Context: an optimization exercise on an open-source flow, tuned for small area. The choices shown serve that exercise and are no tape-out recipe. Function was checked by simulation only, so behaviour that the tests miss may differ from the original.

`flow/config.mk`:
```
export PLATFORM = sky130hd
export DESIGN_NAME = BPC_TOP
export DESIGN_NICKNAME = BPC_TOP
export VERILOG_FILES = /design/flow/design.v
export SDC_FILE = /design/flow/constraint.sdc
export NUM_CORES = 4
export LEC_CHECK = 0
export ABC_AREA = 1
export CAP_MARGIN = 20
export CELL_PAD_IN_SITES_DETAIL_PLACEMENT = 1
export CELL_PAD_IN_SITES_GLOBAL_PLACEMENT = 2
export CORE_MARGIN = 2
export CORE_UTILIZATION = 40
export SLEW_MARGIN = 20
export SYNTH_HIERARCHICAL = 1
```
`flow/constraint.sdc`:
```
create_clock -name core_clock -period 14.0 [get_ports {clk}]
set_input_delay 2.8000 -clock core_clock [delete_from_list [all_inputs] [get_ports {clk}]]
set_output_delay 2.8000 -clock core_clock [all_outputs]
set_load 0.01 [all_outputs]
```
`flow/design.v`:
```
module BPC_DBX_ENC
(
    input  wire [62:0]  dbx_i,
    input  wire         dbp_flag_i,
    output wire         zeroflag_o,
    output wire [63:0]  codeword_o,
    output wire         len5_o,      
    output wire         len11_o,     
    output wire         len64_o      
);
    wire [62:0] adj = dbx_i & {1'b0, dbx_i[62:1]};    
    wire        zero = ~(|dbx_i);
    wire        ones = &dbx_i;
    function automatic onehot63(input [62:0] v);
        integer k, l, w;
        reg [63:0] a, m;
        begin
            a = {1'b0, v};
            m = 64'd0;
            w = 64;
            for (l = 0; l < 6; l = l + 1) begin
                w = w / 2;
                for (k = 0; k < 32; k = k + 1)
                    if (k < w) begin
                        m[k] = m[2*k] | m[2*k+1] | (a[2*k] & a[2*k+1]);
                        a[k] = a[2*k] | a[2*k+1];
                    end
            end
            onehot63 = a[0] & ~m[0];
        end
    endfunction
    function automatic [5:0] enc63(input [62:0] v);
        integer k;
        reg [5:0] r;
        begin
            r = 6'd0;
            for (k = 0; k < 63; k = k + 1)
                if (v[k]) r = r | k[5:0];
            enc63 = r;
        end
    endfunction
    wire [62:0] st = dbx_i & ~{dbx_i[61:0], 1'b0};    
    wire one_run = onehot63(st);
    wire single = one_run & ~(|adj);
    wire consec = one_run & (|adj) & ~(|(adj & {1'b0, adj[62:1]}));
    wire [5:0] pos = enc63(st);
    wire raw = ~zero & ~ones & ~dbp_flag_i & ~single & ~consec;
    assign zeroflag_o = zero;
    assign len5_o  = ~zero & (ones | dbp_flag_i);
    assign len11_o = ~zero & ~ones & ~dbp_flag_i & (single | consec);
    assign len64_o = raw;
    assign codeword_o = raw ? {1'b1, dbx_i}
                      : {3'b000, len11_o, len11_o & single | len5_o & ~ones, len11_o ? pos : 6'd0, 53'd0};
endmodule
module BPC_COMP
(
    input   wire            clk,
    input   wire            rst_n,
    input   wire  [63:0]    data_i,
    input   wire            valid_i,
    input   wire            sop_i,
    input   wire            eop_i,
    output  reg   [133:0]   data_o,      
    output  reg   [2:0]     rlen_o,      
    output  wire  [15:0]    base_o,
    output  wire            first_o,     
    output  reg   [7:0]     size_o,
    output  wire            valid_o,
    output  wire            eop_o
);
    integer i;
    reg  [3:0]  bcnt;
    reg  [15:0] base;
    wire [3:0]  idx    = sop_i ? 4'd0 : bcnt;
    wire [15:0] base_c = sop_i ? data_i[63:48] : base;
    wire [15:0] dw [0:3];
    assign dw[0] = data_i[63:48] - base;
    assign dw[1] = data_i[47:32] - base_c;
    assign dw[2] = data_i[31:16] - base_c;
    assign dw[3] = data_i[15:0]  - base_c;
    reg  [15:0] delta [0:34];
    always @(posedge clk) begin
        if (valid_i & sop_i)
            base <= data_i[63:48];
        for (i = 0; i < 35; i = i + 1)
            if (valid_i && idx == (i + 1) / 4)
                delta[i] <= dw[(i + 1) % 4];
    end
    always @(posedge clk or negedge rst_n) begin
        if (!rst_n)
            bcnt <= 4'd0;
        else if (valid_i)
            bcnt <= idx + 4'd1;
    end
    reg       vm1, vm2, act;
    reg [2:0] b;
    reg [4:0] len;
    reg       first;
    wire      last = (b == 3'd7);
    function automatic [15:0] ld(input [15:0] d);
        integer r;
        begin
            for (r = 0; r < 16; r = r + 1)
                ld[r] = d[(17 - r) % 16];
        end
    endfunction
    function automatic [15:0] rot(input [15:0] c);
        integer r;
        begin
            for (r = 0; r < 16; r = r + 1)
                rot[r] = c[(r + 2) % 16];
        end
    endfunction
    reg  [15:0] col [0:34];
    reg  [15:0] dcol [35:62];
    reg  [62:35] dprev;
    reg  [15:0] base2;
    always @(posedge clk) begin
        for (i = 0; i < 35; i = i + 1)
            col[i] <= vm1 ? ld(delta[i]) : rot(col[i]);
        for (i = 35; i < 63; i = i + 1)
            if (valid_i && idx == (i + 1) / 4)
                dcol[i] <= dw[(i + 1) % 4];
        if (vm1)
            base2 <= base;
    end
    wire [7:0]  bsel = 8'd1 << b;
    reg  [62:35] dp0, dp1;
    integer j;
    always @(*) begin
        for (i = 35; i < 63; i = i + 1) begin
            dp0[i] = 1'b0;
            dp1[i] = 1'b0;
            for (j = 0; j < 8; j = j + 1) begin
                dp0[i] = dp0[i] | (bsel[j] & dcol[i][15 - 2 * j]);
                dp1[i] = dp1[i] | (bsel[j] & dcol[i][14 - 2 * j]);
            end
        end
    end
    always @(posedge clk)
        dprev <= dp1;
    reg  [62:0] p0, p1, pp;
    always @(*) begin
        for (i = 0; i < 35; i = i + 1) begin
            p0[62 - i] = col[i][0];
            p1[62 - i] = col[i][1];
            pp[62 - i] = col[i][15];
        end
        for (i = 35; i < 63; i = i + 1) begin
            p0[62 - i] = dp0[i];
            p1[62 - i] = dp1[i];
            pp[62 - i] = dprev[i];
        end
    end
    wire        z1, z2;
    wire [63:0] c1, c2;
    wire        k5a, k11a, k64a, k5b, k11b, k64b;
    BPC_DBX_ENC DE0 (.dbx_i(p0 ^ (pp & {63{b != 3'd0}})), .dbp_flag_i(~(|p0)),
                     .zeroflag_o(z1), .codeword_o(c1),
                     .len5_o(k5a), .len11_o(k11a), .len64_o(k64a));
    BPC_DBX_ENC DE1 (.dbx_i(p0 ^ p1), .dbp_flag_i(~(|p1)),
                     .zeroflag_o(z2), .codeword_o(c2),
                     .len5_o(k5b), .len11_o(k11b), .len64_o(k64b));
    wire [6:0]  s1 = {k64a, 2'b00, k11a, k5a, k11a, k5a | k11a};
    wire [6:0]  s2 = {k64b, 2'b00, k11b, k5b, k11b, k5b | k11b};
    wire [4:0]  nrun = len + {4'd0, z1} + {4'd0, z1 & z2};
    wire        tail = ~z1 & z2 & last;            
    wire        cval = act & (~(z1 & z2) | last);
    wire [3:0]  nm2  = nrun[3:0] - 4'd2;
    wire [63:0]  c2t = c2 | {tail, 63'd0} >> 2;     
    reg  [127:0] x;
    always @(*) begin
        if (k64a)
            x = {c1, c2t};
        else if (k11a)
            x = {c1, 64'd0} | ({c2t, 64'd0} >> 11);
        else if (k5a)
            x = {c1, 64'd0} | ({c2t, 64'd0} >> 5);
        else
            x = {c2t, 64'd0};
        if (nrun == 5'd0) begin
            data_o = {6'd0, x};            rlen_o = 3'd0;
        end else if (nrun == 5'd1) begin
            data_o = {3'd0, 3'b001, x};    rlen_o = 3'd3;
        end else begin
            data_o = {2'b01, nm2, x};      rlen_o = 3'd6;
        end
        size_o = {5'd0, rlen_o} + {1'b0, s1} + {1'b0, s2} + (tail ? 8'd3 : 8'd0) + (first ? 8'd18 : 8'd0);
    end
    always @(posedge clk or negedge rst_n) begin
        if (!rst_n) begin
            vm1 <= 1'b0; vm2 <= 1'b0; act <= 1'b0;
            b <= 3'd0; len <= 5'd0; first <= 1'b0;
        end else begin
            vm1 <= valid_i & eop_i;
            vm2 <= vm1;
            if (vm2) begin
                act <= 1'b1; b <= 3'd0; len <= 5'd0; first <= 1'b1;
            end else if (act) begin
                b <= b + 3'd1;
                if (last) begin
                    act <= 1'b0; len <= 5'd0;
                end else if (cval) begin
                    first <= 1'b0;
                    len <= {4'd0, ~z1 & z2};
                end else begin
                    len <= len + 5'd2;
                end
            end
        end
    end
    assign valid_o = cval;
    assign first_o = first;
    assign base_o = base2;
    assign eop_o = act & last;
endmodule
module BPC_CODEBUF
(
    input  wire [133:0] data_i,         
    input  wire [2:0]   rlen_i,
    input  wire [15:0]  base_i,
    input  wire         first_i,        
    input  wire [7:0]   size_i,
    input  wire         valid_i,
    input  wire         eop_i,
    input  wire         rst_n,
    input  wire         clk,
    output wire [63:0]  data_o,
    output wire [10:0]  size_o,
    output wire         d_valid,
    output wire         s_valid
);
    reg [447:40] sbuf, sbuf_n;
    reg [8:0]   buf_size, buf_size_n;
    reg [10:0]  total_r, total_n;
    reg         dv, dv_n, sv, sv_n;
    reg         flush, flush_n;
    reg [3:0]   send_cnt, send_cnt_n;
    reg         clr;
    wire [447:40] cb   = (dv | (buf_size == 9'd0)) ? {sbuf[383:40], 64'd0} : sbuf;
    wire [8:0]   amt   = buf_size + (first_i ? 9'd18 : 9'd0) + {6'd0, rlen_i};
    wire [196:0] fr = {data_i, 63'd0} >> amt[5:0];
    reg  [453:0] field;
    integer k;
    always @(*) begin
        field = 454'd0;
        for (k = 0; k < 5; k = k + 1)
            field = field | (({fr, 257'd0} >> (64 * k)) & {454{amt[8:6] == k}});
    end
    wire [10:0]  total = sv ? 11'd0 : total_r;
    always @(*) begin
        sbuf_n     = cb;
        buf_size_n = buf_size;
        total_n    = total;
        flush_n    = flush;
        send_cnt_n = send_cnt;
        dv_n       = 1'b0;
        sv_n       = 1'b0;
        clr        = 1'b0;
        if (valid_i) begin
            if (total < 11'd512) begin
                sbuf_n     = cb | field[447:40] | {2'b00, base_i & {16{first_i}}, 390'd0};
                buf_size_n = buf_size + {1'b0, size_i};
                total_n    = total + {3'd0, size_i};
            end
            if (buf_size_n >= 9'd64) begin
                dv_n       = 1'b1;
                buf_size_n = buf_size_n - 9'd64;
                send_cnt_n = send_cnt + 4'd1;
            end
            if (eop_i) begin
                if (send_cnt_n == 4'd8) begin
                    flush_n = 1'b0;
                    sv_n    = 1'b1;
                    clr     = 1'b1;
                end else begin
                    flush_n = 1'b1;
                    if (buf_size_n == 9'd0) begin
                        flush_n = 1'b0;
                        sv_n    = 1'b1;
                    end else if (buf_size_n <= 9'd64)  buf_size_n = 9'd64;
                    else if (buf_size_n <= 9'd128) buf_size_n = 9'd128;
                    else if (buf_size_n <= 9'd192) buf_size_n = 9'd192;
                    else if (buf_size_n <= 9'd256) buf_size_n = 9'd256;
                    else if (buf_size_n <= 9'd320) buf_size_n = 9'd320;
                    else if (buf_size_n <= 9'd384) buf_size_n = 9'd384;
                    else                            buf_size_n = 9'd448;
                end
            end
        end else if (flush) begin
            dv_n       = 1'b1;
            buf_size_n = buf_size - 9'd64;
            send_cnt_n = send_cnt + 4'd1;
            if ((send_cnt_n == 4'd8) | (buf_size_n == 9'd0)) begin
                flush_n = 1'b0;
                sv_n    = 1'b1;
                clr     = 1'b1;
            end
        end
        if (sv_n) begin
            send_cnt_n = 4'd0;
            if (clr)
                buf_size_n = 9'd0;
        end
    end
    always @(posedge clk)
        sbuf <= sbuf_n;
    always @(posedge clk or negedge rst_n) begin
        if (!rst_n) begin
            buf_size <= 9'd0;
            total_r  <= 11'd0;
            dv       <= 1'b0;
            sv       <= 1'b0;
            flush    <= 1'b0;
            send_cnt <= 4'd0;
        end else begin
            buf_size <= buf_size_n;
            total_r  <= total_n;
            dv       <= dv_n;
            sv       <= sv_n;
            flush    <= flush_n;
            send_cnt <= send_cnt_n;
        end
    end
    assign data_o  = sbuf[447:384];
    assign size_o  = total_r;
    assign d_valid = dv;
    assign s_valid = sv;
endmodule
module BPC_TOP
(
    input   wire            clk,
    input   wire            rst_n,
    input   wire  [63:0]    data_i,
    input   wire            valid_i,
    input   wire            sop_i,
    input   wire            eop_i,
    output  wire  [63:0]    data_o,
    output  wire  [10:0]    size_o,
    output  wire            d_valid,
    output  wire            s_valid
);
    wire  [133:0] chunk;
    wire  [2:0]   chunk_rlen;
    wire  [15:0]  chunk_base;
    wire          chunk_first;
    wire  [7:0]   chunk_size;
    wire          chunk_valid;
    wire          chunk_eop;
    BPC_COMP BE0
    (
    .clk              (clk),
    .rst_n            (rst_n),
    .data_i           (data_i),
    .valid_i          (valid_i),
    .sop_i            (sop_i),
    .eop_i            (eop_i),
    .data_o           (chunk),
    .rlen_o           (chunk_rlen),
    .base_o           (chunk_base),
    .first_o          (chunk_first),
    .size_o           (chunk_size),
    .valid_o          (chunk_valid),
    .eop_o            (chunk_eop)
    );
    BPC_CODEBUF BEBUF
    (
    .data_i           (chunk),
    .rlen_i           (chunk_rlen),
    .base_i           (chunk_base),
    .first_i          (chunk_first),
    .size_i           (chunk_size),
    .valid_i          (chunk_valid),
    .eop_i            (chunk_eop),
    .rst_n            (rst_n),
    .clk              (clk),
    .data_o           (data_o),
    .size_o           (size_o),
    .d_valid          (d_valid),
    .s_valid          (s_valid)
    );
endmodule
```
`flow/flow/run.sh`:
```
#!/bin/bash
# The standard layout, with clock tree synthesis clustering up to 24 sinks within
# 90 um per leaf buffer and without dummy loads (the tree is not padded to balance
# load; hold and setup are still repaired by the standard flow).
set -euo pipefail
export CTS_ARGS="-sink_clustering_enable -repair_clock_nets -sink_clustering_size 24 -sink_clustering_max_diameter 90 -dont_use_dummy_load"
bash standard.sh > standard.log 2>&1
```
`flow/standard.sh`:
```
#!/bin/bash
# synth_recipe.tcl (not shown) runs the flow's synth.tcl, then flattens the netlist and writes it again
# the make line also repeats each setting of config.mk as NAME=value (left out here)
make -C /OpenROAD-flow-scripts/flow DESIGN_CONFIG=/design/flow/config.mk WORK_HOME=/design/flow/orfs CLKGATE_MAP_FILE= SYNTH_SCRIPT=/design/flow/synth_recipe.tcl "${@:-finish}"
```
==> implementation parameters, run 1 <==
Parameter                              Value

Floorplan
  Chip Height    500 µm
  Ports placed on the boundary    146
  Cell row count    182
  Die area    250000 µm²
  Die width    500 µm
  Initial cell density of the core    0.401
  Core area    245000 µm²

Synth
  Synth area leader    sky130_fd_sc_hd__edfxtp_1
  Fraction of synthesized cell area taken by the top area cell type    0.317
  Count of flip-flops with a built-in enable after synthesis    1040
  Post-Synthesis Cells    10889
  Post-synthesis area per instance    9.04 µm²
  Fraction of the yosys area taken by sequential cells    0.531
  Unique masters post-synth    61
  Primary flip-flop cell chosen by synthesis mapping    sky130_fd_sc_hd__edfxtp_1
  Total standard cell area after synthesis    98400 µm²
  Ys Warns    12
  Async SR Flop Fraction    0.0207
  Synthesized Nets    11089
  Yosys reg bits    2079
  Top cells by area, synth    sky130_fd_sc_hd__edfxtp_1 32%, sky130_fd_sc_hd__dfxtp_1 20%, sky130_fd_sc_hd__nand2_1 11%, sky130_fd_sc_hd__mux2_2 5.8%, sky130_fd_sc_hd__nor2_1 3.8%

GRT
  GRT Total Usage    0.333
  Pin count of the biggest net entering global routing    173
  Global route total overflow    0
  Vias in the first global route    80006
  Initial antenna violation count    21
  First-pass GRT wire length    599000 µm

Clock network
  Clock latency on the worst-skew pair    880 ps
  CTS tree    done
  H-tree levels    3
  Bufs on Longest Clock Path    3
  Number of hold buffers added after cts    0
  Number of cells upsized or downsized after cts    0
  Number of buffers added for setup after CTS    0
  Clock Root Buffer    sky130_fd_sc_hd__clkbuf_16
  Clock-pin slew on the worst setup and hold paths    90 ps
  Total number of clock tree sinks    2079
  Num CTS Buffers    112

Timing
  Smallest setup slack after layout    2110 ps
  RSZ-0062 raised after global routing    no
  Fmax    0.0841 GHz
  Count of endpoints failing setup in the final report    0
  Sum of negative setup slack    0 ps
  Period Utilization, post-route    0.849
  Worst clock skew    200 ps
  Count of final hold-check violations    0
  Relative slew slack    0.131
  Worst-case hold slack    412 ps
  Number of pins exceeding their max-slew limit in the final report    0
  Min Clock Period, post-route    11890 ps
  Transition time at the pin with the least slew margin    1290 ps

Setup path
  Critical path peak fanout    47
  Element type at the critical path start    flop
  Capturing point of the worst reg2reg path    BEBUF.buf_size[0]$_DFF_PN0_
  Crit path max-delay family    simple AND/OR/NAND/NOR gates
  CP bufs+invs    9
  Most frequent cell on the critical path    sky130_fd_sc_hd__nand2_1
  Critical R2R Launch    BE0.b[2]$_DFFE_PN0P_
  Slowest library cell on the worst path    sky130_fd_sc_hd__dfrtp_2
  Critical Path Max Stage Delay    950 ps
  Worst-case reg-to-reg path depth    54
  Arrival time at the worst endpoint    12520 ps
  Required time of the critical path    14630 ps
  Crit end category    flop
  Worst setup path category    flop to flop
  Reg2Reg Setup Slack    2110 ps

Routing
  Router iterations before antenna repair    6
  DRT antenna net count    0
  Number of vias after detailed routing    78663
  Mean routed wirelength per cell    30.3 µm
  Sum of routed wire length over all layers    425000 µm
  Iter 0 DRT Violations    6362
  Via/cell ratio    5.62
  Number of remaining DRC errors    0

Placed design
  Detail Placement HPWL    318000 µm
  RePlAce Congestion    0.958
  Placed standard-cell area    104000 µm²
  Buffers added on ports    145
  Place WS    2200 ps

Cells and area
  Fill cell count    27975
  Share of final-layout standard cells stronger than drive strength 1    0.109
  Final Core Density    0.434
  Number of nets in the layout    10981
  Most common cell after layout, fill and taps aside    sky130_fd_sc_hd__nand2_1
  Final std cell area, no fill    107000 µm²
  Area overhead of the layout relative to synthesis    8.21%
  Top library cells by usage in the layout, fill and taps aside    2804 x sky130_fd_sc_hd__nand2_1, 1040 x sky130_fd_sc_hd__edfxtp_1, 996 x sky130_fd_sc_hd__dfxtp_1

Worst hold path
  Worst hold path type    flop to flop
  Worst Hold Launch    BE0.col[11][11]$_DFF_P_
  Number of cells traversed by the worst hold path    1
  Worst Hold Path EP    BE0.col[11][9]$_DFF_P_

Outcome
  Result of the run  timing/DRC/antenna clean

Run
  Number of max-cap violations    0
## layout make-up
class,count,area (µm²),area share
Tap cell,3220,4030,0.0378
Clock buffer,112,2800,0.0263
Inverter,887,3360,0.0315
Antenna cell,10,25.0,0.000235
Sequential cell,2079,52300,0.490
Timing Repair Buffer,403,3500,0.0329
Multi-Input combinational cell,7298,40600,0.381
## modules after synthesis, one instance, submodules excluded, excerpt
module       copies in the design  flip-flops and latches  cells
BPC_DBX_ENC                     2                       0    615
BPC_CODEBUF                     1                     435   4909
BPC_COMP                        1                    1644   4750
## synthesized netlist by cell type (10+ instances only)
| cell type | instances |
|---|---|
| sky130_fd_sc_hd__nand2_1 | 2810 |
| sky130_fd_sc_hd__edfxtp_1 | 1040 |
| sky130_fd_sc_hd__nor2_1 | 1005 |
| sky130_fd_sc_hd__dfxtp_1 | 996 |
| sky130_fd_sc_hd__inv_1 | 844 |
| sky130_fd_sc_hd__o21ai_0 | 728 |
| sky130_fd_sc_hd__mux2_2 | 509 |
| sky130_fd_sc_hd__nand3_1 | 494 |
| sky130_fd_sc_hd__clkbuf_1 | 282 |
| sky130_fd_sc_hd__o221ai_1 | 241 |
| sky130_fd_sc_hd__a21oi_1 | 236 |
| sky130_fd_sc_hd__buf_2 | 189 |
| sky130_fd_sc_hd__xor2_1 | 147 |
| sky130_fd_sc_hd__o22ai_1 | 132 |
| sky130_fd_sc_hd__mux2i_1 | 129 |
| sky130_fd_sc_hd__ha_1 | 116 |
| sky130_fd_sc_hd__o211ai_1 | 108 |
| sky130_fd_sc_hd__o21ai_1 | 93 |
| sky130_fd_sc_hd__nand4_1 | 77 |
| sky130_fd_sc_hd__buf_4 | 76 |
| sky130_fd_sc_hd__or2_2 | 70 |
| sky130_fd_sc_hd__buf_1 | 64 |
| sky130_fd_sc_hd__a31oi_1 | 55 |
| sky130_fd_sc_hd__o2111ai_1 | 54 |
| sky130_fd_sc_hd__xnor2_1 | 52 |
| sky130_fd_sc_hd__dfrtp_1 | 43 |
| sky130_fd_sc_hd__inv_2 | 42 |
| sky130_fd_sc_hd__nand2_2 | 30 |
| sky130_fd_sc_hd__nor2_4 | 27 |
| sky130_fd_sc_hd__nor3_1 | 26 |
| sky130_fd_sc_hd__a221oi_1 | 20 |
| sky130_fd_sc_hd__fa_1 | 15 |
| sky130_fd_sc_hd__o21ai_2 | 15 |
| sky130_fd_sc_hd__a22oi_1 | 13 |
| sky130_fd_sc_hd__nor2_2 | 13 |
| sky130_fd_sc_hd__o21bai_1 | 12 |
| sky130_fd_sc_hd__buf_6 | 10 |
| sky130_fd_sc_hd__o31ai_1 | 10 |
## flip-flops by register name, indices dropped and copies added (netlist names), 3 cells and up
name            count
BE0.delta         560
BEBUF.send_cnt      4
BEBUF.sbuf        408
BE0.bcnt            4
BE0.base2          16
BE0.dprev          28
BEBUF.buf_size      9
BE0.base           16
BE0.col           560
BE0.b               3
BE0.len             5
BEBUF.total_r      11
BE0.dcol          448
## logic make-up (layout without fill, tap and decap cells)
family                     after synthesis  after routing  share of synthesized area
DFF                                   2079           2079                      0.531
adders and majority gates              131            131                     0.0178
xor gates and xnor gates               201            201                     0.0180
and+or+nand+nor                       4587           4587                      0.190
other                                    1             11                  0.0000381
AOI/OAI and AO/OA                     1740           1740                      0.108
muxes                                  638            638                     0.0713
buffers and inverters                 1512           1402                     0.0644
## metrics by stage
step,std cells
final,14009
after global routing,14002
after CTS,13998
after detailed placement,13886
after global placement,13884
after floorplan,10889
## routing by layer
metal	track usage	vias up	wire length, µm
li1	-	36341	-
met1	0.407	39682	172000
met2	0.574	1959	207000
met3	0.0328	669	17400
met4	0.188	12	29000
met5	0	-	84
## worst max-delay path by stage
stage                         startpoint                           to  slack [ps]  depth (start not counted)
floorplan           BE0.b[2]$_DFFE_PN0P_  BEBUF.buf_size[1]$_DFF_PN0_        5130                         58
global placement    BE0.b[2]$_DFFE_PN0P_  BEBUF.buf_size[2]$_DFF_PN0_        2030                         53
detailed placement  BE0.b[2]$_DFFE_PN0P_  BEBUF.buf_size[1]$_DFF_PN0_        2200                         54
CTS                 BE0.b[2]$_DFFE_PN0P_  BEBUF.buf_size[0]$_DFF_PN0_        2160                         53
global route        BE0.b[2]$_DFFE_PN0P_  BEBUF.buf_size[0]$_DFF_PN0_        1100                         55
finish              BE0.b[2]$_DFFE_PN0P_  BEBUF.buf_size[0]$_DFF_PN0_        2110                         54
==> inputs of run 2 (changes only) <==
--- a/flow/design.v
+++ b/flow/design.v
@@ -10,7 +10,6 @@
 );
     wire [62:0] adj = dbx_i & {1'b0, dbx_i[62:1]};    
     wire        zero = ~(|dbx_i);
-    wire        ones = &dbx_i;
     function automatic onehot63(input [62:0] v);
         integer k, l, w;
         reg [63:0] a, m;
@@ -41,8 +40,10 @@
     endfunction
     wire [62:0] st = dbx_i & ~{dbx_i[61:0], 1'b0};    
     wire one_run = onehot63(st);
-    wire single = one_run & ~(|adj);
-    wire consec = one_run & (|adj) & ~(|(adj & {1'b0, adj[62:1]}));
+    wire ones   = one_run & st[0] & dbx_i[62];
+    wire no_adj = ~(|adj);
+    wire single = one_run & no_adj;
+    wire consec = one_run & ~no_adj & ~(|(adj & {1'b0, adj[62:1]}));
     wire [5:0] pos = enc63(st);
     wire raw = ~zero & ~ones & ~dbp_flag_i & ~single & ~consec;
     assign zeroflag_o = zero;
==> implementation parameters, run 2 <==
Parameter                              Value

Setup path
  Worst setup path category    flop to flop (unchanged)
  Critical path peak fanout    65 (was 47)
  Arrival time at the worst endpoint    12780 ps (was 12520 ps)
  Crit end category    flop (unchanged)
  Element type at the critical path start    flop (unchanged)
  Crit path max-delay family    simple AND/OR/NAND/NOR gates (unchanged)
  Slowest library cell on the worst path    sky130_fd_sc_hd__o21ai_0 (was sky130_fd_sc_hd__dfrtp_2)
  CP bufs+invs    9 (unchanged)
  Critical Path Max Stage Delay    880 ps (was 950 ps)
  Required time of the critical path    14630 ps (about the same)
  Most frequent cell on the critical path    sky130_fd_sc_hd__nand2_1 (unchanged)

Floorplan
  Core area    244000 µm² (was 245000 µm²)
  Chip Height    499 µm (was 500 µm)
  Ports placed on the boundary    146 (unchanged)
  Cell row count    181 (was 182)
  Initial cell density of the core    0.403 (was 0.401)
  Die area    249000 µm² (was 250000 µm²)
  Die width    499 µm (was 500 µm)

GRT
  First-pass GRT wire length    590000 µm (was 599000 µm)
  Pin count of the biggest net entering global routing    204 (was 173)
  Global route total overflow    0 (unchanged)
  Initial antenna violation count    19 (was 21)
  GRT Total Usage    0.328 (was 0.333)
  Vias in the first global route    79076 (was 80006)

Cells and area
  Final Core Density    0.435 (was 0.434)
  Biggest registers after layout    BE0.col (560), BE0.delta (560), BE0.dcol (448) (unchanged)
  Top library cells by usage in the layout, fill and taps aside    2813 x sky130_fd_sc_hd__nand2_1, 1040 x sky130_fd_sc_hd__edfxtp_1, 996 x sky130_fd_sc_hd__dfxtp_1 (was 2804 x sky130_fd_sc_hd__nand2_1, 1040 x sky130_fd_sc_hd__edfxtp_1, 996 x sky130_fd_sc_hd__dfxtp_1)
  Share of final-layout standard cells stronger than drive strength 1    0.118 (was 0.109)
  Area overhead of the layout relative to synthesis    7.93% (was 8.21%)
  Fill cell count    27828 (was 27975)
  Most common cell after layout, fill and taps aside    sky130_fd_sc_hd__nand2_1 (unchanged)
  Number of nets in the layout    10792 (was 10981)

Timing
  Count of endpoints failing setup in the final report    0 (unchanged)
  Transition time at the pin with the least slew margin    1270 ps (was 1290 ps)
  Min Clock Period, post-route    12150 ps (was 11890 ps)
  Worst clock skew    181 ps (was 200 ps)
  Fmax    0.0823 GHz (was 0.0841 GHz)
  Count of final hold-check violations    0 (unchanged)
  Relative slew slack    0.149 (was 0.131)
  Sum of negative setup slack    0 ps (unchanged)
  Number of pins exceeding their max-slew limit in the final report    0 (unchanged)
  RSZ-0062 raised after global routing    no (unchanged)
  Period Utilization, post-route    0.868 (was 0.849)

Clock network
  Clock latency on the worst-skew pair    890 ps (was 880 ps)
  Number of hold buffers added after cts    0 (unchanged)
  Bufs on Longest Clock Path    3 (unchanged)
  Num CTS Buffers    112 (unchanged)
  H-tree levels    3 (unchanged)
  Total number of clock tree sinks    2079 (unchanged)
  Clock-pin slew on the worst setup and hold paths    90 ps (about the same)
  Number of cells upsized or downsized after cts    0 (unchanged)
  CTS tree    done (unchanged)
  Number of buffers added for setup after CTS    0 (unchanged)
  Clock Root Buffer    sky130_fd_sc_hd__clkbuf_16 (unchanged)

Synth
  Fraction of synthesized cell area taken by the top area cell type    0.318 (was 0.317)
  Synth area leader    sky130_fd_sc_hd__edfxtp_1 (unchanged)
  Primary flip-flop cell chosen by synthesis mapping    sky130_fd_sc_hd__edfxtp_1 (unchanged)
  Commonest cells in the netlist    2820 x sky130_fd_sc_hd__nand2_1, 1040 x sky130_fd_sc_hd__edfxtp_1, 996 x sky130_fd_sc_hd__dfxtp_1 (was 2810 x sky130_fd_sc_hd__nand2_1, 1040 x sky130_fd_sc_hd__edfxtp_1, 1005 x sky130_fd_sc_hd__nor2_1)
  Top cells by area, synth    sky130_fd_sc_hd__edfxtp_1 32%, sky130_fd_sc_hd__dfxtp_1 20%, sky130_fd_sc_hd__nand2_1 11%, sky130_fd_sc_hd__mux2_2 5.8%, sky130_fd_sc_hd__o21ai_0 3.9% (was sky130_fd_sc_hd__edfxtp_1 32%, sky130_fd_sc_hd__dfxtp_1 20%, sky130_fd_sc_hd__nand2_1 11%, sky130_fd_sc_hd__mux2_2 5.8%, sky130_fd_sc_hd__nor2_1 3.8%)
  Yosys reg bits    2079 (unchanged)
  Fraction of the yosys area taken by sequential cells    0.532 (was 0.531)
  Ys Warns    12 (unchanged)
  Unique masters post-synth    62 (was 61)
  Async SR Flop Fraction    0.0207 (unchanged)
  Total standard cell area after synthesis    98200 µm² (was 98400 µm²)
  Synthesized Nets    10933 (was 11089)
  Post-Synthesis Cells    10733 (was 10889)
  Most frequently used cell type in the post-synthesis netlist    sky130_fd_sc_hd__nand2_1 (unchanged)
  Post-synthesis area per instance    9.15 µm² (was 9.04 µm²)
  Count of flip-flops with a built-in enable after synthesis    1040 (unchanged)

Routing
  Number of remaining DRC errors    0 (unchanged)
  Number of vias after detailed routing    78005 (was 78663)
  Mean routed wirelength per cell    30.3 µm (about the same)
  Iter 0 DRT Violations    6693 (was 6362)
  Router iterations before antenna repair    5 (was 6)
  Sum of routed wire length over all layers    418000 µm (was 425000 µm)
  DRT antenna net count    0 (unchanged)
  Via/cell ratio    5.65 (was 5.62)

Placed design
  Buffers added on ports    145 (unchanged)
  RePlAce Congestion    0.938 (was 0.958)
  Detail Placement HPWL    313000 µm (was 318000 µm)

Worst hold path
  Worst hold path type    flop to flop (unchanged)

Outcome
  Result of the run  timing/DRC/antenna clean (unchanged)

Run
  Number of max-cap violations    0 (unchanged)
[run 2: cell type report]
class / count / area, µm² / area share
well taps: 3202 / 4010 / 0.0378
clock buffers: 112 / 2800 / 0.0265
multi-input cells: 7200 / 40400 / 0.381
repair buffers: 364 / 3260 / 0.0308
flip-flops and latches: 2079 / 52300 / 0.493
inverters: 835 / 3190 / 0.0301
diodes: 8 / 20.0 / 0.000189
[run 2: worst paths after layout]
| path | startpoint | endpoint | slack, ps | depth (start not counted) |
|---|---|---|---|---|
| setup / recovery | BE0.b[1]$_DFFE_PN0P_ | BEBUF.sbuf[153]$_DFF_P_ | 1850 | 39 |
| hold / removal | BE0.col[15][5]$_DFF_P_ | BE0.col[15][3]$_DFF_P_ | 400 | 1 |
| setup reg to reg | BE0.b[1]$_DFFE_PN0P_ | BEBUF.sbuf[153]$_DFF_P_ | 1850 | 39 |
| hold reg to reg | BE0.col[15][5]$_DFF_P_ | BE0.col[15][3]$_DFF_P_ | 400 | 1 |
| max in group asynchronous | rst_n | BE0.vm1$_DFF_PN0_ | 11160 | 2 |
| min in group asynchronous | rst_n | BEBUF.total_r[10]$_DFF_PN0_ | 2170 | 2 |
[run 2: stage by stage]
stage / std cells / setup slack [ps] / hold WS (ps) / cell area [µm²]
floorplan: 10733 / 5110 / 418 / 98200
detailed placement: 13678 / 2010 / 438 / 103000
global placement: 13676 / 2140 / 426 / 103000
global route: 13794 / 808 / 419 / 106000
finish: 13800 / 1850 / 395 / 106000
CTS: 13790 / 1880 / 387 / 106000
[run 2: Yosys stat by module (local to each module, per instance), excerpt]
module,flops+latches,cells inside,cell area (µm²),times used
BPC_CODEBUF,435,4909,30900,1
BPC_COMP,1644,4750,61900,1
BPC_DBX_ENC,0,537,2660,2
[run 2: cells by family after synthesis]
logic type      Yosys count  synth area share
simple gates           4483             0.190
flops                  2079             0.532
compound gates         1746             0.108
buf+inv                1454            0.0624
mux                     638            0.0715
xor+xnor                201            0.0181
fa+ha+maj               131            0.0178
other cells               1         0.0000382
[run 2: routing by layer]
layer  global-route usage  routed length [µm]
met1                0.405              171000
met5                    0                  53
met3               0.0309               16300
met4                0.196               29800
met2                0.557              201000
==> inputs of run 3 (changes only) <==
--- a/flow/config.mk
+++ b/flow/config.mk
@@ -10,6 +10,7 @@
 export CELL_PAD_IN_SITES_DETAIL_PLACEMENT = 1
 export CELL_PAD_IN_SITES_GLOBAL_PLACEMENT = 2
 export CORE_MARGIN = 2
-export CORE_UTILIZATION = 40
+export CORE_UTILIZATION = 55
+export PLACE_DENSITY = 0.7
 export SLEW_MARGIN = 20
 export SYNTH_HIERARCHICAL = 1
==> implementation parameters, run 3 <==
Parameter                              Value

Floorplan
  Cell row count    155 (was 181)
  Initial cell density of the core    0.552 (was 0.403)
  Core area    178000 µm² (was 244000 µm²)
  Chip Height    426 µm (was 499 µm)
  Die width    426 µm (was 499 µm)
  Ports placed on the boundary    146 (unchanged)
  Die area    182000 µm² (was 249000 µm²)

Synth
  Total standard cell area after synthesis    98200 µm² (unchanged)
  Yosys reg bits    2079 (unchanged)
  Synthesized Nets    10933 (unchanged)
  Most frequently used cell type in the post-synthesis netlist    sky130_fd_sc_hd__nand2_1 (unchanged)
  Async SR Flop Fraction    0.0207 (unchanged)
  Ys Warns    12 (unchanged)
  Post-Synthesis Cells    10733 (unchanged)
  Commonest cells in the netlist    2820 x sky130_fd_sc_hd__nand2_1, 1040 x sky130_fd_sc_hd__edfxtp_1, 996 x sky130_fd_sc_hd__dfxtp_1 (unchanged)
  Top cells by area, synth    sky130_fd_sc_hd__edfxtp_1 32%, sky130_fd_sc_hd__dfxtp_1 20%, sky130_fd_sc_hd__nand2_1 11%, sky130_fd_sc_hd__mux2_2 5.8%, sky130_fd_sc_hd__o21ai_0 3.9% (unchanged)
  Primary flip-flop cell chosen by synthesis mapping    sky130_fd_sc_hd__edfxtp_1 (unchanged)
  Post-synthesis area per instance    9.15 µm² (unchanged)
  Unique masters post-synth    62 (unchanged)
  Fraction of synthesized cell area taken by the top area cell type    0.318 (unchanged)
  Fraction of the yosys area taken by sequential cells    0.532 (unchanged)
  Synth area leader    sky130_fd_sc_hd__edfxtp_1 (unchanged)
  Count of flip-flops with a built-in enable after synthesis    1040 (unchanged)

Setup path
  Required time of the critical path    14680 ps (was 14630 ps)
  Critical Path Max Stage Delay    820 ps (was 880 ps)
  Worst-case reg-to-reg path depth    55 (was 39)
  Element type at the critical path start    flop (unchanged)
  Worst setup path category    flop to flop (unchanged)
  Arrival time at the worst endpoint    13130 ps (was 12780 ps)
  Start point of the critical path    BE0.b[2]$_DFFE_PN0P_ (was BE0.b[1]$_DFFE_PN0P_)
  CP bufs+invs    11 (was 9)
  Crit end category    flop (unchanged)
  Capturing instance or port of the critical path    BEBUF.buf_size[1]$_DFF_PN0_ (was BEBUF.sbuf[153]$_DFF_P_)
  Instance count on the critical path    55 (was 39)
  Crit path max-delay family    simple AND/OR/NAND/NOR gates (unchanged)
  Capturing point of the worst reg2reg path    BEBUF.buf_size[1]$_DFF_PN0_ (was BEBUF.sbuf[153]$_DFF_P_)
  Critical R2R Launch    BE0.b[2]$_DFFE_PN0P_ (was BE0.b[1]$_DFFE_PN0P_)
  Critical path peak fanout    72 (was 65)
  Slowest library cell on the worst path    sky130_fd_sc_hd__buf_4 (was sky130_fd_sc_hd__o21ai_0)
  Reg2Reg Setup Slack    1550 ps (was 1850 ps)
  Most frequent cell on the critical path    sky130_fd_sc_hd__nand2_1 (unchanged)

Worst hold path
  Worst hold path type    flop to flop (unchanged)

Timing
  Number of pins exceeding their max-slew limit in the final report    0 (unchanged)
  Worst clock skew    131 ps (was 181 ps)
  Count of endpoints failing setup in the final report    0 (unchanged)
  Min Clock Period, post-route    12450 ps (was 12150 ps)
  Fmax    0.0803 GHz (was 0.0823 GHz)
  Relative slew slack    0.164 (was 0.149)
  Sum of negative setup slack    0 ps (unchanged)
  Transition time at the pin with the least slew margin    1240 ps (was 1270 ps)
  Worst-case hold slack    433 ps (was 395 ps)
  Count of final hold-check violations    0 (unchanged)
  RSZ-0062 raised after global routing    no (unchanged)
  Period Utilization, post-route    0.889 (was 0.868)

Routing
  Via/cell ratio    6.42 (was 5.65)
  DRT antenna net count    0 (unchanged)
  Iter 0 DRT Violations    10161 (was 6693)
  Router iterations before antenna repair    6 (was 5)
  Mean routed wirelength per cell    32.3 µm (was 30.3 µm)
  Number of remaining DRC errors    0 (unchanged)
  Number of vias after detailed routing    82796 (was 78005)
  Sum of routed wire length over all layers    416000 µm (was 418000 µm)

Clock network
  Number of hold buffers added after cts    0 (unchanged)
  Num CTS Buffers    103 (was 112)
  Clock-pin slew on the worst setup and hold paths    100 ps (was 90 ps)
  Clock Root Buffer    sky130_fd_sc_hd__clkbuf_16 (unchanged)
  Total number of clock tree sinks    2079 (unchanged)
  CTS tree    done (unchanged)
  H-tree levels    3 (unchanged)
  Clock latency on the worst-skew pair    850 ps (was 890 ps)
  Number of buffers added for setup after CTS    0 (unchanged)
  Number of cells upsized or downsized after cts    0 (unchanged)
  Bufs on Longest Clock Path    3 (unchanged)

Cells and area
  Most common cell after layout, fill and taps aside    sky130_fd_sc_hd__nand2_1 (unchanged)
  Top library cells by usage in the layout, fill and taps aside    2812 x sky130_fd_sc_hd__nand2_1, 1040 x sky130_fd_sc_hd__edfxtp_1, 996 x sky130_fd_sc_hd__dfxtp_1 (was 2813 x sky130_fd_sc_hd__nand2_1, 1040 x sky130_fd_sc_hd__edfxtp_1, 996 x sky130_fd_sc_hd__dfxtp_1)
  Share of final-layout standard cells stronger than drive strength 1    0.111 (was 0.118)
  Biggest registers after layout    BE0.col (560), BE0.delta (560), BE0.dcol (448) (unchanged)
  Area overhead of the layout relative to synthesis    6.01% (was 7.93%)
  Number of nets in the layout    10726 (was 10792)

Placed design
  Buffers added on ports    145 (unchanged)
  Detail Placement HPWL    290000 µm (was 313000 µm)
  RePlAce Congestion    1.09 (was 0.938)

GRT
  Global route total overflow    0 (unchanged)
  Initial antenna violation count    22 (was 19)
  Vias in the first global route    84013 (was 79076)
  Pin count of the biggest net entering global routing    220 (was 204)
  First-pass GRT wire length    590000 µm (about the same)
  GRT Total Usage    0.450 (was 0.328)

Run
  Number of max-cap violations    0 (unchanged)

Outcome
  Result of the run  timing/DRC/antenna clean (unchanged)
-- run 3: changes by cell type in the layout (fill, tap and decap cells not counted), moves of 3 or more --
| cell | previous run | this run |
|---|---|---|
| sky130_fd_sc_hd__xor2_2 | 23 | 17 |
| sky130_fd_sc_hd__clkbuf_16 | 112 | 103 |
| sky130_fd_sc_hd__o21ai_0 | 754 | 761 |
| sky130_fd_sc_hd__buf_4 | 207 | 155 |
| sky130_fd_sc_hd__buf_12 | 9 | 6 |
| sky130_fd_sc_hd__xor2_1 | 120 | 127 |
| sky130_fd_sc_hd__diode_2 | 8 | 13 |
| sky130_fd_sc_hd__o21ai_1 | 80 | 74 |
-- run 3: metrics by stage --
stage	util	setup slack (ps)	cells	instance area, µm²
after floorplan	-	5110	10733	98200
after global placement	0.570	2620	12774	101000
after detailed placement	0.570	2260	12774	101000
after CTS	0.584	1910	12877	104000
after global routing	0.585	930	12879	104000
final	0.585	1550	12892	104000
-- run 3: cell families (layout without fill, tap and decap cells) --
group | Yosys count | after routing | synth area share
xor gates and xnor gates | 201 | 201 | 0.0181
other | 1 | 14 | 0.0000382
buffers and inverters | 1454 | 1245 | 0.0624
AOI/OAI and AO/OA | 1746 | 1746 | 0.108
and+or+nand+nor | 4483 | 4483 | 0.190
muxes | 638 | 638 | 0.0715
DFF | 2079 | 2079 | 0.532
adders and majority gates | 131 | 131 | 0.0178
-- run 3: routing by layer --
metal | track usage | share of wire
met2 | 0.704 | 0.45
met5 | 0 | 0.00017
met3 | 0.0916 | 0.087
met1 | 0.522 | 0.35
met4 | 0.408 | 0.11
-- run 3: Yosys stat by module (local to each module, per instance), excerpt --
module,times used,flops+latches,cells,area (µm²)
BPC_CODEBUF,1,435,4909,30900
BPC_COMP,1,1644,4750,61900
BPC_DBX_ENC,2,0,537,2660
-- run 3: how the worst min path moves through the flow --
stage,from,end,slack [ps],depth (start not counted)
CTS,BE0.col[20][4]$_DFF_P_,BE0.col[20][2]$_DFF_P_,440,1
detailed placement,BE0.delta[4][2]$_DFFE_PP_,BE0.col[4][15]$_DFF_P_,440,2
global route,BE0.col[20][4]$_DFF_P_,BE0.col[20][2]$_DFF_P_,440,1
global placement,BE0.delta[25][2]$_DFFE_PP_,BE0.col[25][15]$_DFF_P_,430,2
finish,BE0.col[20][4]$_DFF_P_,BE0.col[20][2]$_DFF_P_,430,1
floorplan,BE0.delta[34][3]$_DFFE_PP_,BE0.col[34][14]$_DFF_P_,420,2
-- run 3: area by class of cell --
cell class / count / area, µm²
Inverter: 835 / 3190
Clock buffer: 103 / 2580
Multi-Input combinational cell: 7200 / 40300
Sequential cell: 2079 / 52300
Timing Repair Buffer: 307 / 2760
Tap cell: 2355 / 2950
Fill cell: 19917 / 73800
Antenna cell: 13 / 32.5
-- run 3: worst register-to-register path, delay by kind of cell, from the launching register on --
family                     cells  cell delay, ps
xor gates and xnor gates       3            1030
AOI/OAI and AO/OA              3             780
buffers and inverters         11            2560
adders and majority gates      7            2640
and+or+nand+nor               31            4920
DFF                            1             410
==> inputs of run 4 (changes only) <==
==> flow/flow/run.sh (replaced) <==
#!/bin/bash
# The standard layout, with clock tree synthesis clustering up to 24 sinks within
# 120 um per leaf buffer and without dummy loads (the tree is not padded to balance
# load; hold and setup are still repaired by the standard flow).
set -euo pipefail
export CTS_ARGS="-sink_clustering_enable -repair_clock_nets -sink_clustering_size 24 -sink_clustering_max_diameter 120 -dont_use_dummy_load"
bash standard.sh > standard.log 2>&1
==> implementation parameters, run 4 <==
Parameter                              Value

Outcome
  Result of the run  timing/DRC/antenna clean (unchanged)

Placed design
  RePlAce Congestion    1.09 (unchanged)
  Placed Instances    12774 (unchanged)
  Detail Placement HPWL    290000 µm (unchanged)
  Buffers added on ports    145 (unchanged)

Setup path
  Most frequent cell on the critical path    sky130_fd_sc_hd__nand2_1 (unchanged)
  Element type at the critical path start    flop (unchanged)
  Critical path peak fanout    31 (was 72)
  Arrival time at the worst endpoint    12880 ps (was 13130 ps)
  Required time of the critical path    14680 ps (about the same)
  Worst setup path category    flop to flop (unchanged)
  Crit end category    flop (unchanged)
  Critical Path Max Stage Delay    850 ps (was 820 ps)
  Slowest library cell on the worst path    sky130_fd_sc_hd__clkinv_1 (was sky130_fd_sc_hd__buf_4)

Cells and area
  Most common cell after layout, fill and taps aside    sky130_fd_sc_hd__nand2_1 (unchanged)
  Fill cell count    19928 (was 19917)
  Number of cells in the finished layout apart from fillers    12889 (was 12892)
  Share of final-layout standard cells stronger than drive strength 1    0.111 (about the same)
  Biggest registers after layout    BE0.col (560), BE0.delta (560), BE0.dcol (448) (unchanged)
  Area overhead of the layout relative to synthesis    5.89% (was 6.01%)
  Number of nets in the layout    10722 (was 10726)
  Top library cells by usage in the layout, fill and taps aside    2812 x sky130_fd_sc_hd__nand2_1, 1040 x sky130_fd_sc_hd__edfxtp_1, 996 x sky130_fd_sc_hd__dfxtp_1 (unchanged)
  Final Core Density    0.584 (was 0.585)

Synth
  Async SR Flop Fraction    0.0207 (unchanged)
  Total standard cell area after synthesis    98200 µm² (unchanged)
  Synthesized Nets    10933 (unchanged)
  Top cells by area, synth    sky130_fd_sc_hd__edfxtp_1 32%, sky130_fd_sc_hd__dfxtp_1 20%, sky130_fd_sc_hd__nand2_1 11%, sky130_fd_sc_hd__mux2_2 5.8%, sky130_fd_sc_hd__o21ai_0 3.9% (unchanged)
  Commonest cells in the netlist    2820 x sky130_fd_sc_hd__nand2_1, 1040 x sky130_fd_sc_hd__edfxtp_1, 996 x sky130_fd_sc_hd__dfxtp_1 (unchanged)
  Primary flip-flop cell chosen by synthesis mapping    sky130_fd_sc_hd__edfxtp_1 (unchanged)
  Ys Warns    12 (unchanged)
  Synth area leader    sky130_fd_sc_hd__edfxtp_1 (unchanged)
  Fraction of the yosys area taken by sequential cells    0.532 (unchanged)
  Fraction of synthesized cell area taken by the top area cell type    0.318 (unchanged)
  Unique masters post-synth    62 (unchanged)
  Count of flip-flops with a built-in enable after synthesis    1040 (unchanged)
  Most frequently used cell type in the post-synthesis netlist    sky130_fd_sc_hd__nand2_1 (unchanged)
  Post-Synthesis Cells    10733 (unchanged)
  Yosys reg bits    2079 (unchanged)
  Post-synthesis area per instance    9.15 µm² (unchanged)

Clock network
  Bufs on Longest Clock Path    3 (unchanged)
  Number of hold buffers added after cts    0 (unchanged)
  H-tree levels    3 (unchanged)
  CTS tree    done (unchanged)
  Clock latency on the worst-skew pair    850 ps (about the same)
  Clock-pin slew on the worst setup and hold paths    100 ps (about the same)
  Number of buffers added for setup after CTS    0 (unchanged)
  Total number of clock tree sinks    2079 (unchanged)
  Num CTS Buffers    99 (was 103)
  Clock Root Buffer    sky130_fd_sc_hd__clkbuf_16 (unchanged)
  Number of cells upsized or downsized after cts    0 (unchanged)

Routing
  Number of vias after detailed routing    82169 (was 82796)
  Number of remaining DRC errors    0 (unchanged)
  DRT antenna net count    0 (unchanged)
  Sum of routed wire length over all layers    411000 µm (was 416000 µm)
  Via/cell ratio    6.38 (was 6.42)
  Mean routed wirelength per cell    31.9 µm (was 32.3 µm)
  Iter 0 DRT Violations    9614 (was 10161)
  Router iterations before antenna repair    6 (unchanged)

Floorplan
  Chip Height    426 µm (unchanged)
  Die width    426 µm (unchanged)
  Ports placed on the boundary    146 (unchanged)
  Die area    182000 µm² (unchanged)
  Cell row count    155 (unchanged)
  Initial cell density of the core    0.552 (unchanged)
  Core area    178000 µm² (unchanged)

Timing
  Worst clock skew    127 ps (was 131 ps)
  Fmax    0.0820 GHz (was 0.0803 GHz)
  Relative slew slack    0.126 (was 0.164)
  Transition time at the pin with the least slew margin    1300 ps (was 1240 ps)
  Count of final hold-check violations    0 (unchanged)
  Sum of negative setup slack    0 ps (unchanged)
  Number of pins exceeding their max-slew limit in the final report    0 (unchanged)
  Count of endpoints failing setup in the final report    0 (unchanged)
  RSZ-0062 raised after global routing    no (unchanged)
  Min Clock Period, post-route    12200 ps (was 12450 ps)
  Period Utilization, post-route    0.871 (was 0.889)

GRT
  Vias in the first global route    83505 (was 84013)
  Global route total overflow    0 (unchanged)
  GRT Total Usage    0.445 (was 0.450)
  Initial antenna violation count    20 (was 22)
  First-pass GRT wire length    584000 µm (was 590000 µm)
  Pin count of the biggest net entering global routing    220 (unchanged)

Worst hold path
  Worst hold path type    flop to flop (unchanged)

Run
  Number of max-cap violations    0 (unchanged)
[run 4: cell counts after synthesis]
No cell type changed its count.
[run 4: cell families after synthesis]
kind of cell,after synthesis,share of synthesized area
compound gates,1746,0.108
xor+xnor,201,0.0181
fa+ha+maj,131,0.0178
buf+inv,1454,0.0624
flops,2079,0.532
mux,638,0.0715
other cells,1,0.0000382
simple gates,4483,0.190
[run 4: per-layer routing]
layer	GRT usage	part of all wire	vias up
met3	0.0875	0.086	1410
met4	0.401	0.11	10
met1	0.519	0.35	40592
met5	0	0.00014	-
met2	0.695	0.45	4389
li1	-	-	35768
[run 4: per-stage QoR]
stage	instance area [µm²]	hold slack, ps	setup WS (ps)
floorplan	98200	418	5110
detailed placement	101000	439	2260
global route	104000	449	946
finish	104000	441	1800
CTS	104000	447	2150
global placement	101000	426	2620
[run 4: worst max-delay path, delay by kind of cell, from the launching register on]
kind	cells	cell delay (ps)
simple gates	31	4750
fa+ha+maj	7	2550
buf+inv	10	2530
compound gates	5	920
xor+xnor	3	860
flops	1	440
[run 4: path summary, 6_finish.rpt]
check / start / endpoint / slack [ps] / cells after the start
min in group asynchronous: rst_n / BEBUF.dv$_DFF_PN0_ / 2150 / 2
worst min register to register: BE0.col[6][11]$_DFF_P_ / BE0.col[6][9]$_DFF_P_ / 440 / 1
worst max register to register: BE0.b[2]$_DFFE_PN0P_ / BEBUF.buf_size[6]$_DFF_PN0_ / 1800 / 56
worst max-delay path: BE0.b[2]$_DFFE_PN0P_ / BEBUF.buf_size[6]$_DFF_PN0_ / 1800 / 56
worst min-delay path: BE0.col[6][11]$_DFF_P_ / BE0.col[6][9]$_DFF_P_ / 440 / 1
max in group asynchronous: rst_n / BE0.vm1$_DFF_PN0_ / 11270 / 2
[run 4: cell type report]
| class | count | area [µm²] | area share |
|---|---|---|---|
| flip-flops and latches | 2079 | 52300 | 0.503 |
| inverters | 835 | 3190 | 0.0307 |
| multi-input cells | 7200 | 40300 | 0.388 |
| clock buffers | 99 | 2480 | 0.0238 |
| repair buffers | 307 | 2740 | 0.0264 |
| diodes | 14 | 35.0 | 0.000337 |
| well taps | 2355 | 2950 | 0.0283 |
[run 4: per-module statistics from Yosys (local to each module, per instance), a selection]
module       copies in the design  cells  flops+latches
BPC_DBX_ENC                     2    537              0
BPC_COMP                        1   4750           1644
BPC_CODEBUF                     1   4909            435
==> inputs of run 5 (changes only) <==
--- a/flow/design.v
+++ b/flow/design.v
@@ -10,6 +10,7 @@
 );
     wire [62:0] adj = dbx_i & {1'b0, dbx_i[62:1]};    
     wire        zero = ~(|dbx_i);
+    wire        ones = &dbx_i;
     function automatic onehot63(input [62:0] v);
         integer k, l, w;
         reg [63:0] a, m;
@@ -40,10 +41,8 @@
     endfunction
     wire [62:0] st = dbx_i & ~{dbx_i[61:0], 1'b0};    
     wire one_run = onehot63(st);
-    wire ones   = one_run & st[0] & dbx_i[62];
-    wire no_adj = ~(|adj);
-    wire single = one_run & no_adj;
-    wire consec = one_run & ~no_adj & ~(|(adj & {1'b0, adj[62:1]}));
+    wire single = one_run & ~(|adj);
+    wire consec = one_run & (|adj) & ~(|(adj & {1'b0, adj[62:1]}));
     wire [5:0] pos = enc63(st);
     wire raw = ~zero & ~ones & ~dbp_flag_i & ~single & ~consec;
     assign zeroflag_o = zero;
==> flow/run.sh (new file) <==
#!/bin/bash
# synth_recipe.tcl (not shown) runs the flow's synth.tcl, then flattens the netlist and writes it again
# the make line also repeats each setting of config.mk as NAME=value (left out here)
make -C /OpenROAD-flow-scripts/flow DESIGN_CONFIG=/design/flow/config.mk WORK_HOME=/design/flow/orfs CLKGATE_MAP_FILE= SYNTH_SCRIPT=/design/flow/synth_recipe.tcl finish
--- a/flow/config.mk
+++ b/flow/config.mk
@@ -10,7 +10,8 @@
 export CELL_PAD_IN_SITES_DETAIL_PLACEMENT = 1
 export CELL_PAD_IN_SITES_GLOBAL_PLACEMENT = 2
 export CORE_MARGIN = 2
-export CORE_UTILIZATION = 55
-export PLACE_DENSITY = 0.7
+export CORE_UTILIZATION = 40
+export CTS_CLUSTER_DIAMETER = 120
+export CTS_CLUSTER_SIZE = 20
 export SLEW_MARGIN = 20
 export SYNTH_HIERARCHICAL = 1
removed: flow/flow/run.sh
removed: flow/standard.sh
==> implementation parameters, run 5 <==
Parameter                              Value

Timing
  Sum of negative setup slack    0 ps (unchanged)
  Period Utilization, post-route    0.843 (was 0.871)
  Transition time at the pin with the least slew margin    1230 ps (was 1300 ps)
  Fmax    0.0847 GHz (was 0.0820 GHz)
  Relative slew slack    0.169 (was 0.126)
  Count of final hold-check violations    0 (unchanged)
  Number of pins exceeding their max-slew limit in the final report    0 (unchanged)
  Worst clock skew    80.8 ps (was 127 ps)
  Min Clock Period, post-route    11800 ps (was 12200 ps)
  Smallest setup slack after layout    2200 ps (was 1800 ps)
  RSZ-0062 raised after global routing    no (unchanged)
  Count of endpoints failing setup in the final report    0 (unchanged)

Clock network
  CTS tree    done (unchanged)
  Number of buffers added for setup after CTS    0 (unchanged)
  Clock Root Buffer    sky130_fd_sc_hd__clkbuf_16 (unchanged)
  Bufs on Longest Clock Path    3 (unchanged)
  Clock latency on the worst-skew pair    840 ps (was 850 ps)
  Clock-pin slew on the worst setup and hold paths    100 ps (about the same)
  H-tree levels    3 (unchanged)
  Number of hold buffers added after cts    0 (unchanged)
  Number of cells upsized or downsized after cts    0 (unchanged)
  Total number of clock tree sinks    2079 (unchanged)
  Num CTS Buffers    116 (was 99)

Floorplan
  Core area    245000 µm² (was 178000 µm²)
  Initial cell density of the core    0.401 (was 0.552)
  Die area    250000 µm² (was 182000 µm²)
  Chip Height    500 µm (was 426 µm)
  Ports placed on the boundary    146 (unchanged)
  Cell row count    182 (was 155)
  Die width    500 µm (was 426 µm)

Routing
  Sum of routed wire length over all layers    426000 µm (was 411000 µm)
  Router iterations before antenna repair    6 (unchanged)
  Via/cell ratio    5.61 (was 6.38)
  Number of remaining DRC errors    0 (unchanged)
  Number of vias after detailed routing    79154 (was 82169)
  Iter 0 DRT Violations    6428 (was 9614)
  DRT antenna net count    0 (unchanged)
  Mean routed wirelength per cell    30.2 µm (was 31.9 µm)

Setup path
  Critical path peak fanout    47 (was 31)
  Crit path max-delay family    simple AND/OR/NAND/NOR gates (unchanged)
  Slowest library cell on the worst path    sky130_fd_sc_hd__dfrtp_2 (was sky130_fd_sc_hd__clkinv_1)
  Arrival time at the worst endpoint    12520 ps (was 12880 ps)
  Element type at the critical path start    flop (unchanged)
  Required time of the critical path    14720 ps (was 14680 ps)
  Most frequent cell on the critical path    sky130_fd_sc_hd__nand2_1 (unchanged)
  Critical Path Max Stage Delay    960 ps (was 850 ps)
  Crit end category    flop (unchanged)
  CP bufs+invs    9 (was 10)
  Worst setup path category    flop to flop (unchanged)

Synth
  Yosys reg bits    2079 (unchanged)
  Ys Warns    12 (unchanged)
  Most frequently used cell type in the post-synthesis netlist    sky130_fd_sc_hd__nand2_1 (unchanged)
  Fraction of synthesized cell area taken by the top area cell type    0.317 (was 0.318)
  Post-synthesis area per instance    9.04 µm² (was 9.15 µm²)
  Synth area leader    sky130_fd_sc_hd__edfxtp_1 (unchanged)
  Synthesized Nets    11089 (was 10933)
  Unique masters post-synth    61 (was 62)
  Count of flip-flops with a built-in enable after synthesis    1040 (unchanged)
  Commonest cells in the netlist    2810 x sky130_fd_sc_hd__nand2_1, 1040 x sky130_fd_sc_hd__edfxtp_1, 1005 x sky130_fd_sc_hd__nor2_1 (was 2820 x sky130_fd_sc_hd__nand2_1, 1040 x sky130_fd_sc_hd__edfxtp_1, 996 x sky130_fd_sc_hd__dfxtp_1)
  Fraction of the yosys area taken by sequential cells    0.531 (was 0.532)
  Total standard cell area after synthesis    98400 µm² (was 98200 µm²)
  Top cells by area, synth    sky130_fd_sc_hd__edfxtp_1 32%, sky130_fd_sc_hd__dfxtp_1 20%, sky130_fd_sc_hd__nand2_1 11%, sky130_fd_sc_hd__mux2_2 5.8%, sky130_fd_sc_hd__nor2_1 3.8% (was sky130_fd_sc_hd__edfxtp_1 32%, sky130_fd_sc_hd__dfxtp_1 20%, sky130_fd_sc_hd__nand2_1 11%, sky130_fd_sc_hd__mux2_2 5.8%, sky130_fd_sc_hd__o21ai_0 3.9%)
  Async SR Flop Fraction    0.0207 (unchanged)
  Primary flip-flop cell chosen by synthesis mapping    sky130_fd_sc_hd__edfxtp_1 (unchanged)
  Post-Synthesis Cells    10889 (was 10733)

Placed design
  Buffers added on ports    145 (unchanged)
  RePlAce Congestion    0.958 (was 1.09)
  Placed Instances    13886 (was 12774)
  Place WS    2200 ps (was 2260 ps)
  Detail Placement HPWL    318000 µm (was 290000 µm)
  Placed standard-cell area    104000 µm² (was 101000 µm²)

Cells and area
  Final Core Density    0.437 (was 0.584)
  Share of final-layout standard cells stronger than drive strength 1    0.109 (was 0.111)
  Number of cells in the finished layout apart from fillers    14097 (was 12889)
  Most common cell after layout, fill and taps aside    sky130_fd_sc_hd__nand2_1 (unchanged)
  Area overhead of the layout relative to synthesis    8.86% (was 5.89%)
  Biggest registers after layout    BE0.col (560), BE0.delta (560), BE0.dcol (448) (unchanged)
  Final std cell area, no fill    107000 µm² (was 104000 µm²)
  Number of nets in the layout    10985 (was 10722)
  Top library cells by usage in the layout, fill and taps aside    2804 x sky130_fd_sc_hd__nand2_1, 1040 x sky130_fd_sc_hd__edfxtp_1, 996 x sky130_fd_sc_hd__dfxtp_1 (was 2812 x sky130_fd_sc_hd__nand2_1, 1040 x sky130_fd_sc_hd__edfxtp_1, 996 x sky130_fd_sc_hd__dfxtp_1)

Outcome
  Result of the run  timing/DRC/antenna clean (unchanged)

GRT
  Pin count of the biggest net entering global routing    173 (was 220)
  Vias in the first global route    80113 (was 83505)
  Initial antenna violation count    16 (was 20)
  First-pass GRT wire length    600000 µm (was 584000 µm)
  GRT Total Usage    0.333 (was 0.445)
  Global route total overflow    0 (unchanged)

Worst hold path
  Worst hold path type    flop to flop (unchanged)

Run
  Number of max-cap violations    0 (unchanged)
==> run 5: cell count changes in the layout (fill, tap and decap cells not counted), moves of 33 or more <==
| cell | before | now |
|---|---|---|
| sky130_fd_sc_hd__nor2_1 | 782 | 986 |
| sky130_fd_sc_hd__inv_1 | 737 | 841 |
| sky130_fd_sc_hd__buf_4 | 154 | 248 |
| sky130_fd_sc_hd__nor2_2 | 95 | 13 |
| sky130_fd_sc_hd__clkbuf_1 | 0 | 75 |
| sky130_fd_sc_hd__inv_2 | 86 | 36 |
| sky130_fd_sc_hd__o21ai_0 | 756 | 708 |
| sky130_fd_sc_hd__o21ai_1 | 78 | 111 |
==> run 5: final cells by class <==
cell class	instances	area, µm²
antenna	7	17.5
clock inverter	11	254
tap	3220	4030
multi-input combinational	7298	40600
fill	27999	138000
inverter	887	3360
sequential	2079	52300
clock buffer	192	3200
timing repair buffer	403	3500
==> run 5: stage by stage <==
stage / hold WS (ps)
floorplan: 418
global placement: 425
detailed placement: 436
CTS: 404
global route: 441
finish: 415
==> run 5: worst register-to-register path: cells and delay by family (launching register included) <==
family	cells	cell delay (ps)
and+or+nand+nor	31	4220
adders and majority gates	8	3000
buffers and inverters	9	1660
xor gates and xnor gates	3	1090
DFF	1	960
AOI/OAI and AO/OA	4	810
==> run 5: metal layers <==
layer  global-route usage  vias to the layer above  wire, µm
li1                     -                    36406         -
met1                0.410                    40161    173000
met2                0.571                     1953    206000
met3               0.0324                      626     17700
met4                0.189                        8     28600
met5                    0                        -        50
==> run 5: per-module statistics from Yosys, one instance, submodules excluded, excerpt <==
module	area [µm²]	flops+latches	cells	copies in the design
BPC_DBX_ENC	2810	0	615	2
BPC_CODEBUF	30900	435	4909	1
BPC_COMP	61900	1644	4750	1
==> run 5: worst paths after layout <==
check	start	endpoint	slack (ps)	cells past startpoint
max in group asynchronous	rst_n	BE0.vm1$_DFF_PN0_	11250	2
min in group asynchronous	rst_n	BEBUF.total_r[10]$_DFF_PN0_	2110	2
max reg2reg	BE0.b[2]$_DFFE_PN0P_	BEBUF.buf_size[1]$_DFF_PN0_	2200	55
min reg2reg	BE0.col[22][2]$_DFF_P_	BE0.col[22][0]$_DFF_P_	420	1
max	BE0.b[2]$_DFFE_PN0P_	BEBUF.buf_size[1]$_DFF_PN0_	2200	55
min	BE0.col[22][2]$_DFF_P_	BE0.col[22][0]$_DFF_P_	420	1
==> run 5: cells by family (layout without fill, tap and decap cells) <==
logic type | Yosys count | after routing | synth area share
AOI/OAI and AO/OA | 1740 | 1740 | 0.108
xor gates and xnor gates | 201 | 201 | 0.0180
adders and majority gates | 131 | 131 | 0.0178
buffers and inverters | 1512 | 1493 | 0.0644
DFF | 2079 | 2079 | 0.531
muxes | 638 | 638 | 0.0713
other | 1 | 8 | 0.0000381
and+or+nand+nor | 4587 | 4587 | 0.190

afterwards: timing with drivers on the ports:
The results above use ideal ports. As a check the final layouts listed here were re-extracted and re-timed, cells and wires unchanged. Step 1 (the two cells are an assumption about what drives the block):
set clk [get_ports {clk}]
set_driving_cell -lib_cell sky130_fd_sc_hd__clkbuf_16 $clk
set_driving_cell -lib_cell sky130_fd_sc_hd__buf_2 [delete_from_list [all_inputs] $clk]
Step 2 also shifts input and output timing later by t, the mid clock arrival at the registers, as if the neighbouring blocks saw the same clock. Slacks: no drivers / after step 1 / after step 2; pairs: no drivers / after step 1.
run	shift t [ns]	setup slack, ns	worst setup path after step 2	clock arrival spread, ns	worst register clock-pin slew, ns
run 1	0.880	2.111 / 2.111 / 2.111	register to register	0.200 / 0.200	0.11 / 0.11
run 2	0.903	1.846 / 1.846 / 1.846	register to register	0.182 / 0.182	0.11 / 0.11
run 3	0.886	1.549 / 1.549 / 1.549	register to register	0.130 / 0.131	0.11 / 0.11
run 4	0.897	1.800 / 1.800 / 1.800	register to register	0.127 / 0.127	0.12 / 0.12
run 5	0.909	2.199 / 2.199 / 2.199	register to register	0.086 / 0.086	0.11 / 0.11
After both steps every run listed still meets setup and hold.
